What follows belongs to an exercise in optimizing a design on an open flow for small area, a short achievable clock period and few clock cycles; a production flow would make more cautious choices.
The RTL was checked by simulation tests, not by an equivalence proof against the original design.
Power is estimated from default activity; no workload was simulated.

$ cat design/flow/config.mk
export PLATFORM = sky130hd
export DESIGN_NAME = AMBA_AXI_ram
export DESIGN_NICKNAME = AMBA_AXI_ram
export VERILOG_FILES = /design/flow/design.v
export SDC_FILE = /design/flow/constraint.sdc
export NUM_CORES = 4
export LEC_CHECK = 0
export CAP_MARGIN = 20
export CORE_MARGIN = 2
export CORE_UTILIZATION = 40
export SLEW_MARGIN = 20
$ cat design/flow/constraint.sdc
create_clock -name core_clock -period 5.5 [get_ports {clk}]
set_input_delay 1.1000 -clock core_clock [delete_from_list [all_inputs] [get_ports {clk}]]
set_output_delay 1.1000 -clock core_clock [all_outputs]
set_load 0.01 [all_outputs]
$ cat design/flow/design.v
module AMBA_AXI_ram
#(
	parameter ID_WIDTH = 4,
	parameter ADDR_WIDTH = 8,
	parameter DATA_WIDTH = 16,
	parameter BRESP_WIDTH = 3,
	parameter WR_MEM_DELAY = 0,
	parameter RD_MEM_DELAY = 0
)
(
	clk,
	rst_n,
	s_axi_awvalid,
	s_axi_awready,
	s_axi_awid,
	s_axi_awaddr,
	s_axi_awlen,
	s_axi_awsize,
	s_axi_awburst, 							 
	s_axi_wvalid,
	s_axi_wready,
	s_axi_wdata,
	s_axi_wstrb, 
	s_axi_wlast,
	s_axi_bvalid,
	s_axi_bready,
	s_axi_bid,
	s_axi_bresp,
	s_axi_arvalid,
	s_axi_arready,
	s_axi_arid,
	s_axi_araddr,
	s_axi_arlen,
	s_axi_arsize,
	s_axi_arburst,
	s_axi_rvalid,
	s_axi_rready,
	s_axi_rid,
	s_axi_rdata,
	s_axi_rresp,
	s_axi_rlast
);
parameter STROBE_WIDTH = DATA_WIDTH/8;
parameter W_STATE_IDLE = 2'd0;
parameter W_STATE_BRUST = 2'd1;
parameter W_STATE_RESPON = 2'd2;
parameter R_STATE_IDLE = 1'd0;
parameter R_STATE_BRUST = 1'd1;
parameter MEM_ADDR_SIZE = ADDR_WIDTH - $clog2(STROBE_WIDTH);  
input 								clk, rst_n;
input 								s_axi_awvalid;
output reg 							s_axi_awready;
input [ID_WIDTH - 1 : 0] 			s_axi_awid;
input [ADDR_WIDTH - 1 : 0] 			s_axi_awaddr;
input [7:0] 						s_axi_awlen;
input [2:0] 						s_axi_awsize;
input [1:0] 						s_axi_awburst; 
input 								s_axi_wvalid;
output reg 							s_axi_wready;
input [DATA_WIDTH - 1 : 0] 			s_axi_wdata;
input [STROBE_WIDTH - 1 : 0]		s_axi_wstrb;
input 								s_axi_wlast;
output reg	 						s_axi_bvalid;
input 								s_axi_bready;
output [ID_WIDTH - 1 : 0] 			s_axi_bid;
output [BRESP_WIDTH - 1 : 0] 		s_axi_bresp;
input 								s_axi_arvalid;
output reg							s_axi_arready;
input [ID_WIDTH - 1 : 0] 			s_axi_arid;
input [ADDR_WIDTH - 1 : 0] 			s_axi_araddr;
input [7:0]							s_axi_arlen;
input [2:0]							s_axi_arsize;
input [1:0]							s_axi_arburst;
output reg							s_axi_rvalid;
input 								s_axi_rready;
output [ID_WIDTH - 1 : 0] 			s_axi_rid;
output reg [DATA_WIDTH - 1 : 0]		s_axi_rdata;
output [BRESP_WIDTH - 1 : 0]		s_axi_rresp;
output reg							s_axi_rlast;
integer i;
reg [1:0] W_state, W_next_state;  
reg R_state, R_next_state;
reg [DATA_WIDTH - 1 : 0] mem[(1 << MEM_ADDR_SIZE) - 1 : 0];  
reg [1+$clog2(WR_MEM_DELAY) : 0] wr_mem_delay_cnt;
reg [1+$clog2(RD_MEM_DELAY) : 0] rd_mem_delay_cnt;
wire wr_mem_done, rd_mem_done;
reg [ID_WIDTH - 1 : 0] 			s_axi_awid_reg;
reg [ADDR_WIDTH - 1 : 0] 		s_axi_awaddr_reg;
reg [2:0] 						s_axi_awsize_reg;
reg [1:0] 						s_axi_awburst_reg;
reg [7:0] wdata_index_cnt;
wire [MEM_ADDR_SIZE - 1 : 0] 	awaddr_mem, araddr_mem;
wire wr_data_hand_en, rd_data_hand_en;
reg [ID_WIDTH - 1 : 0] 			s_axi_arid_reg;
reg [ADDR_WIDTH - 1 : 0] 		s_axi_araddr_reg;
reg [2:0] 						s_axi_arsize_reg;
reg [1:0] 						s_axi_arburst_reg;
reg [7:0] rdata_index_cnt;
always@(*)begin
    case(W_state)
        W_STATE_IDLE:begin
			if(s_axi_awvalid && s_axi_awready)
				W_next_state = W_STATE_BRUST;
			else
				W_next_state = W_STATE_IDLE;
        end
        W_STATE_BRUST:begin
			if(wdata_index_cnt > 0 || ~wr_mem_done)
				W_next_state = W_STATE_BRUST;
			else
				W_next_state = W_STATE_RESPON;
        end
        W_STATE_RESPON:begin
            if(s_axi_bready)
				W_next_state = W_STATE_IDLE;
			else
				W_next_state = W_STATE_RESPON;
        end
		  default: W_next_state = W_STATE_IDLE;
    endcase
end
always@(posedge clk, negedge rst_n)begin
    if(~rst_n)begin
        W_state <= W_STATE_IDLE;
    end
    else begin
        W_state <= W_next_state;
    end
end
always@(posedge clk, negedge rst_n)begin
    if(~rst_n)begin
		  s_axi_awid_reg 	<= 0;
		  s_axi_awsize_reg	<= 0;
		  s_axi_awburst_reg	<= 0;
    end
    else begin
		if(W_state == W_STATE_IDLE & s_axi_awvalid & s_axi_awready)begin
			  s_axi_awid_reg 	<= s_axi_awid;
			  s_axi_awsize_reg	<= s_axi_awsize < ($clog2(STROBE_WIDTH)) ? s_axi_awsize : ($clog2(STROBE_WIDTH));
			  s_axi_awburst_reg	<= s_axi_awburst;
		end
    end
end
always@(posedge clk, negedge rst_n)begin
    if(~rst_n)begin
        wdata_index_cnt <= 0;
    end
    else begin
		if(W_state == W_STATE_IDLE && s_axi_awvalid && s_axi_awready)
			wdata_index_cnt <= s_axi_awlen;
		else if(wr_data_hand_en)
			wdata_index_cnt <= wdata_index_cnt - 1;
    end
end
always@(posedge clk, negedge rst_n)begin
    if(~rst_n)begin
        s_axi_awaddr_reg <= 0;
    end
    else begin
        if(W_state == W_STATE_IDLE && s_axi_awvalid && s_axi_awready)
			s_axi_awaddr_reg <= s_axi_awaddr;
		else if(wr_data_hand_en && wdata_index_cnt > 1 && s_axi_awburst_reg != 2'b00)
			s_axi_awaddr_reg <= s_axi_awaddr_reg + (1 << s_axi_awsize_reg);
    end
end
assign awaddr_mem = s_axi_awaddr_reg >> ($clog2(STROBE_WIDTH));
always@(posedge clk, negedge rst_n)begin
    if(~rst_n)begin
        s_axi_awready <= 0;
    end
    else begin
        if(W_state == W_STATE_IDLE)
			s_axi_awready <= 1;
		else
			s_axi_awready <= 0;
    end
end
assign wr_data_hand_en = (W_state == W_STATE_BRUST && s_axi_wready && s_axi_wvalid);
assign wr_mem_done = wr_mem_delay_cnt == WR_MEM_DELAY;
always@(posedge clk, negedge rst_n)begin
    if(~rst_n)begin
        s_axi_wready <= 0;
    end
    else begin
        if (W_state == W_STATE_IDLE && W_next_state == W_STATE_BRUST || W_state == W_STATE_BRUST && W_next_state != W_STATE_RESPON && wr_mem_done)
			s_axi_wready <= 1;
		else
			s_axi_wready <= 0;
    end
end
always@(posedge clk, negedge rst_n)begin
    if(~rst_n)begin
        wr_mem_delay_cnt <= 0;
    end
    else begin
		if(wr_mem_done)
			wr_mem_delay_cnt <= 0; 
		else if(wr_data_hand_en || W_state == W_STATE_BRUST && wr_mem_delay_cnt > 0)
        	wr_mem_delay_cnt <= wr_mem_delay_cnt + 1;
    end
end
always@(posedge clk, negedge rst_n)begin
    if(~rst_n)begin
        s_axi_bvalid <= 0;
    end
    else begin
        if (W_state != W_STATE_RESPON )
			s_axi_bvalid <= 0;
		else
			s_axi_bvalid <= 1;
    end
end
assign s_axi_bid = s_axi_awid_reg;
assign s_axi_bresp = {BRESP_WIDTH{1'b0}};
always@(*)begin
    case(R_state)
        R_STATE_IDLE:begin
			if(s_axi_arvalid && s_axi_arready)
				R_next_state = R_STATE_BRUST;
			else
				R_next_state = R_STATE_IDLE;
        end
        R_STATE_BRUST:begin
			if(rdata_index_cnt > 1 || ~rd_mem_done)
				R_next_state = R_STATE_BRUST;
			else
				R_next_state = R_STATE_IDLE;
        end
		default: R_next_state = R_STATE_IDLE;
    endcase
end
always@(posedge clk, negedge rst_n)begin
    if(~rst_n)begin
        R_state <= R_STATE_IDLE;
    end
    else begin
        R_state <= R_next_state;
    end
end
always@(posedge clk, negedge rst_n)begin
    if(~rst_n)begin
		  s_axi_arid_reg 	<= 0;
		  s_axi_arsize_reg	<= 0;
		  s_axi_arburst_reg	<= 0;
    end
    else begin
		if(R_state == R_STATE_IDLE & s_axi_arvalid & s_axi_arready)begin
			  s_axi_arid_reg 	<= s_axi_arid;
			  s_axi_arsize_reg	<= s_axi_arsize < ($clog2(STROBE_WIDTH)) ? s_axi_arsize : ($clog2(STROBE_WIDTH));
			  s_axi_arburst_reg	<= s_axi_arburst;
		end
    end
end
always@(posedge clk, negedge rst_n)begin
    if(~rst_n)begin
        rdata_index_cnt <= 0;
    end
    else begin
		if(R_state == R_STATE_IDLE && s_axi_arvalid && s_axi_arready)
			rdata_index_cnt <= s_axi_arlen;
		else if(rd_data_hand_en && rd_mem_done)
			rdata_index_cnt <= rdata_index_cnt - 1;
    end
end
always@(posedge clk, negedge rst_n)begin
    if(~rst_n)begin
        s_axi_araddr_reg <= 0;
    end
    else begin
        if(R_state == R_STATE_IDLE && s_axi_arvalid && s_axi_arready)
			s_axi_araddr_reg <= s_axi_araddr;
		else if(rd_data_hand_en && rd_mem_done && s_axi_arburst_reg != 2'b00)
			s_axi_araddr_reg <= s_axi_araddr_reg + (1 << s_axi_arsize_reg);
    end
end
assign araddr_mem = s_axi_araddr_reg >> ($clog2(STROBE_WIDTH));
always@(posedge clk, negedge rst_n)begin
    if(~rst_n)begin
        s_axi_arready <= 0;
    end
    else begin
        if(R_state == R_STATE_IDLE)
			s_axi_arready <= 1;
		else
			s_axi_arready <= 0;
    end
end
assign rd_data_hand_en = (R_state == R_STATE_BRUST && s_axi_rready);
assign rd_mem_done = rd_mem_delay_cnt == RD_MEM_DELAY;
always@(posedge clk, negedge rst_n)begin
    if(~rst_n)begin
        s_axi_rvalid <= 0;
    end
    else begin
        if (R_state == R_STATE_BRUST && rd_mem_done)
			s_axi_rvalid <= 1;
		else
			s_axi_rvalid <= 0;
    end
end
always@(posedge clk, negedge rst_n)begin
    if(~rst_n)begin
        rd_mem_delay_cnt <= 0;
    end
    else begin
		if(rd_mem_done)
			rd_mem_delay_cnt <= 0; 
		else if(rd_data_hand_en || R_state == R_STATE_BRUST && rd_mem_delay_cnt > 0)
        	rd_mem_delay_cnt <= rd_mem_delay_cnt + 1;
    end
end
assign s_axi_rid = s_axi_arid_reg;
assign s_axi_rresp = {BRESP_WIDTH{1'b0}};
always@(posedge clk, negedge rst_n)begin
    if(~rst_n)begin
        s_axi_rdata <= 0;
    end
    else begin
		if(rd_data_hand_en && rd_mem_done)
        	s_axi_rdata <= mem[araddr_mem];
    end
end
always@(posedge clk, negedge rst_n)begin
    if(~rst_n)begin
        s_axi_rlast <= 0;
    end
    else begin
		if(rdata_index_cnt == 1 && rd_mem_done)
        	s_axi_rlast <= 1;
		else
			s_axi_rlast <= 0;
    end
end
always@(posedge clk, negedge rst_n)begin
    if(~rst_n)begin
        for	(i=0; i<(1 << MEM_ADDR_SIZE);i=i+1)
			mem[i] <= 0;
    end
    else begin
        for(i=0; i<STROBE_WIDTH; i=i+1)begin
			if(wr_data_hand_en & s_axi_wstrb[i])
				mem[awaddr_mem][8*(i+1)-1 -: 8] <= s_axi_wdata[8*(i+1)-1 -: 8];
		end
    end
end
endmodule 
$ cat design/flow/run.sh
#!/bin/bash
# synth_recipe.tcl (not shown) runs the flow's synth.tcl, then flattens the netlist and writes it again
# the make line also repeats each setting of config.mk as NAME=value (left out here)
make -C /OpenROAD-flow-scripts/flow DESIGN_CONFIG=/design/flow/config.mk WORK_HOME=/design/flow/orfs CLKGATE_MAP_FILE= SYNTH_SCRIPT=/design/flow/synth_recipe.tcl finish
==> flow_metrics.env <==
export IMPL_dieArea_mm2=0.242
export IMPL_clockBufferDepth=3
export IMPL_endpoint_kind="flip-flop"
export IMPL_outcome="no timing/DRC/antenna violations"
export IMPL_yosys_most_used_dff="dfrtp_1"
export IMPL_cts_clk_slew_worst_paths_ns=0.06
export IMPL_top_usage_layer="met2"
export IMPL_syn_area_per_cell_um2=13.2
export IMPL_slowest_stage="a22oi_1"
export IMPL_postCtsHoldBufs=0
export IMPL_finalMaxSlewViolations=0
export IMPL_power_share_sequential_pct=42.9
export IMPL_ys_types=83
export IMPL_clock_latency_ns=0.93
export IMPL_setup_worst_path_start="s_axi_araddr_reg[6]"
export IMPL_reg2reg_slack_ns=0.58
export IMPL_final_setup_viol_count=0
export IMPL_synth_edf_count=0
export IMPL_ir_worst_vdd_mv=0.332
export IMPL_yosys_area_top_type_share_pct=56.0
export IMPL_drc=0
export IMPL_finalWirelength_mm=487
export IMPL_cpPeakStageDelay_ns=0.94
export IMPL_ant_nets=0
export IMPL_routed_via_density=6.93
export IMPL_setup_tns_final_ns=0
export IMPL_fill_cells=21100
export IMPL_initial_core_util_pct=40.3
export IMPL_slew_headroom_pct=11.6
export IMPL_p_leak_nw=51.7
export IMPL_path_cells="buf_4 > or3_2 > buf_4 > nor2_1 > a22oi_1 > nand4_1 > nor4_1 > a41oi_1"
export IMPL_largestRegisters="mem (2048), s_axi_rdata (16)"
export IMPL_largest_reg_flops=2048
export IMPL_reg2reg_from="s_axi_araddr_reg[6]"
export IMPL_max_freq_mhz=203
export IMPL_grt_use_total_pct=39.5
export IMPL_routedWlPerCell_um=44.7
export IMPL_path_buf_inv=2
export IMPL_required_ns=6.26
export IMPL_ys_seq_elements=2127
export IMPL_post_route_period_util_pct=89.4
export IMPL_p_sw_mw=14.4
export IMPL_post_dp_hpwl_mm=328
export IMPL_regMostFlops="mem"
export IMPL_grt_pass1_vias=71700
export IMPL_use_met3_pct=15.2
export IMPL_hold_viol=0
export IMPL_layout_drive_gt1_share_pct=41.8
export IMPL_cp_arrival_ns=5.68
export IMPL_dp_cells=10400
export IMPL_final_cell_area_mm2=0.110
export IMPL_crit_top_cell="buf_4"
export IMPL_rsz0062_at_grt="false"
export IMPL_gp_congestion=1.04
export IMPL_use_met2_pct=54.6
export IMPL_ys_seq_area_share_pct=56.0
export IMPL_grt_max_degree=180
export IMPL_pwr_share_comb_pct=21.0
export IMPL_synthesis_area_mm2=0.0950
export IMPL_cts_tree="done"
export IMPL_dpl_cell_area_mm2=0.102
export IMPL_synth_warnings=2
export IMPL_port_buffers=104
export IMPL_powerDensity_mw_per_mm2=396
export IMPL_h_tree_depth=4
export IMPL_start_kind="flip-flop"
export IMPL_pwr_share_clk_pct=36.2
export IMPL_yosysMostFrequentCell="dfrtp_1"
export IMPL_drt_iter0_drc=11500
export IMPL_async_flop_share_pct=100
export IMPL_multi_input_area_mm2=0.0400
export IMPL_crit_type="reg -> reg"
export IMPL_max_slew_worst_pin_slew_ns=1.33
export IMPL_finClkSkew_ns=0.0379
export IMPL_grt_antenna_before_repair=54
export IMPL_gr_usage_met1_pct=47.4
export IMPL_regArea_mm2=0.0532
export IMPL_synthTopCellsByCount="2127 x dfrtp_1, 2062 x mux2_2, 557 x a22oi_1"
export IMPL_cts_buffers=224
export IMPL_synth_area_leaders="dfrtp_1 56%, mux2_2 24%, a22oi_1 4.4%"
export IMPL_num_rows=178
export IMPL_gr_total_overflow=0
export IMPL_hp_class="in -> async"
export IMPL_fin_crit_ns=4.92
export IMPL_internal_power_mw=29.3
export IMPL_cts_sinks=2127
export IMPL_die_h_um=491
export IMPL_finalNetCount=7619
export IMPL_grt_first_pass_wirelength_mm=646
export IMPL_synthCells=7222
export IMPL_area_delta_synth_final_pct=16.0
export IMPL_die_width_um=491
export IMPL_core_mm2=0.236
export IMPL_boundaryPins=112
export IMPL_num_vias=75400
export IMPL_swShare_pct=32.9
export IMPL_ctsResizeCount=0
export IMPL_synth_area_leader_cell="dfrtp_1"
export IMPL_final_cells=10900
export IMPL_cap_violations=0
export IMPL_worst_path_max_fanout=27
export IMPL_dr_pass1_iters=7
export IMPL_cts_root_buf="clkbuf_16"
export IMPL_post_cts_buffers=0
export IMPL_critPathTopFamily="simple AND/OR/NAND/NOR gates"
==> layout by cell type, fill, tap and decap left out, drive strengths merged, types with 67 or more instances in the layout <==
cell type,synthesis,routed
nand2,278,278
o21ai,75,75
clkbuf,396,338
a22oi,557,557
a222oi,67,67
nor2,353,353
dfrtp,2127,2127
a21oi,67,67
a22o,100,100
mux2,2062,2062
a221oi,67,67
a32oi,90,90
o22ai,118,118
nand4,71,71
buf,152,527
nand3,125,125
clkdlybuf4s50,0,87
==> worst paths after layout <==
kind | to | cells after the start
max in group asynchronous | mem[60][2] | 2
min in group core_clock | s_axi_bvalid | 1
worst min-delay path | mem[27][8] | 1
worst max-delay path | s_axi_rdata[4] | 8
worst min register to register | s_axi_bvalid | 1
worst max register to register | s_axi_rdata[4] | 8
==> power by group through the flow <==
stage | clock [mW] | sequential [mW] | combinational, mW
global placement | 0 | 18.8 | 8.53
finish | 15.8 | 18.7 | 9.16
CTS | 15.8 | 18.7 | 8.67
global route | 16.5 | 18.9 | 9.12
floorplan | 0 | 18.4 | 4.26
detailed placement | 0 | 18.9 | 8.66
==> cells by family (layout without fill, tap and decap cells) <==
kind of cell / count (synthesis) / after routing / share of synthesized area, %
compound gates: 1266 / 1266 / 10.1
xor+xnor: 19 / 19 / 0.175
fa+ha+maj: 24 / 24 / 0.332
buf+inv: 568 / 1040 / 2.47
flops: 2127 / 2127 / 56.0
mux: 2083 / 2083 / 24.7
other cells: 1 / 41 / 0.00395
simple gates: 1134 / 1134 / 6.23
==> routing by layer <==
layer  wire length (um)  vias up
met4              55900       28
met1             170000    39500
met3              63900     1996
li1                   -    27800
met2             196000     6110
met5                179        -
==> area by class of cell <==
cell class	count	area share, %
antenna	35	0.0794
clock buffer	338	6.11
clock inverter	68	0.738
inverter	20	0.0681
multi-input combinational	4532	36.3
sequential	2127	48.3
tap	3150	3.57
timing repair buffer	614	4.88
==> stage by stage <==
| stage | setup WS [ns] | util (%) | hold slack [ns] | total power [mW] |
|---|---|---|---|---|
| after CTS | 0.910 | 46.7 | 0.221 | 43.2 |
| after global routing | 0.628 | 46.7 | 0.220 | 44.5 |
| final | 0.582 | 46.8 | 0.152 | 43.7 |
| after detailed placement | 1.02 | 43.4 | 0.449 | 27.6 |
| after global placement | 0.762 | 43.4 | 0.450 | 27.4 |
| after floorplan | 2.50 | - | 0.430 | 22.7 |
Testbench counts, summed over its fixed seeds: cycles 10,650.

## re-timing with driven ports
The flow's constraints put no driver on any port. The routed layout listed below was extracted and timed again, unchanged, in two steps.
Step 1 (the two cells are an assumption about what drives the block):
set clk [get_ports {clk}]
set_driving_cell -lib_cell sky130_fd_sc_hd__clkbuf_16 $clk
set_driving_cell -lib_cell sky130_fd_sc_hd__buf_2 [delete_from_list [all_inputs] $clk]
Step 2 also shifts input and output timing later by t, the mid clock arrival at the registers, as if the neighbouring blocks saw the same clock.
Three values: ideal ports, drivers, drivers and shift; two values: the first two.
t, ns: 1.003
slack for setup (ns): 0.582 / 0.582 / 0.563
worst setup path after step 2: input to register
latest minus earliest clock arrival (ns): 0.050 / 0.050
After both steps this run still meets setup and hold. The setup slack of this run moves by 0.000 ns with the drivers and by -0.019 ns with both steps.
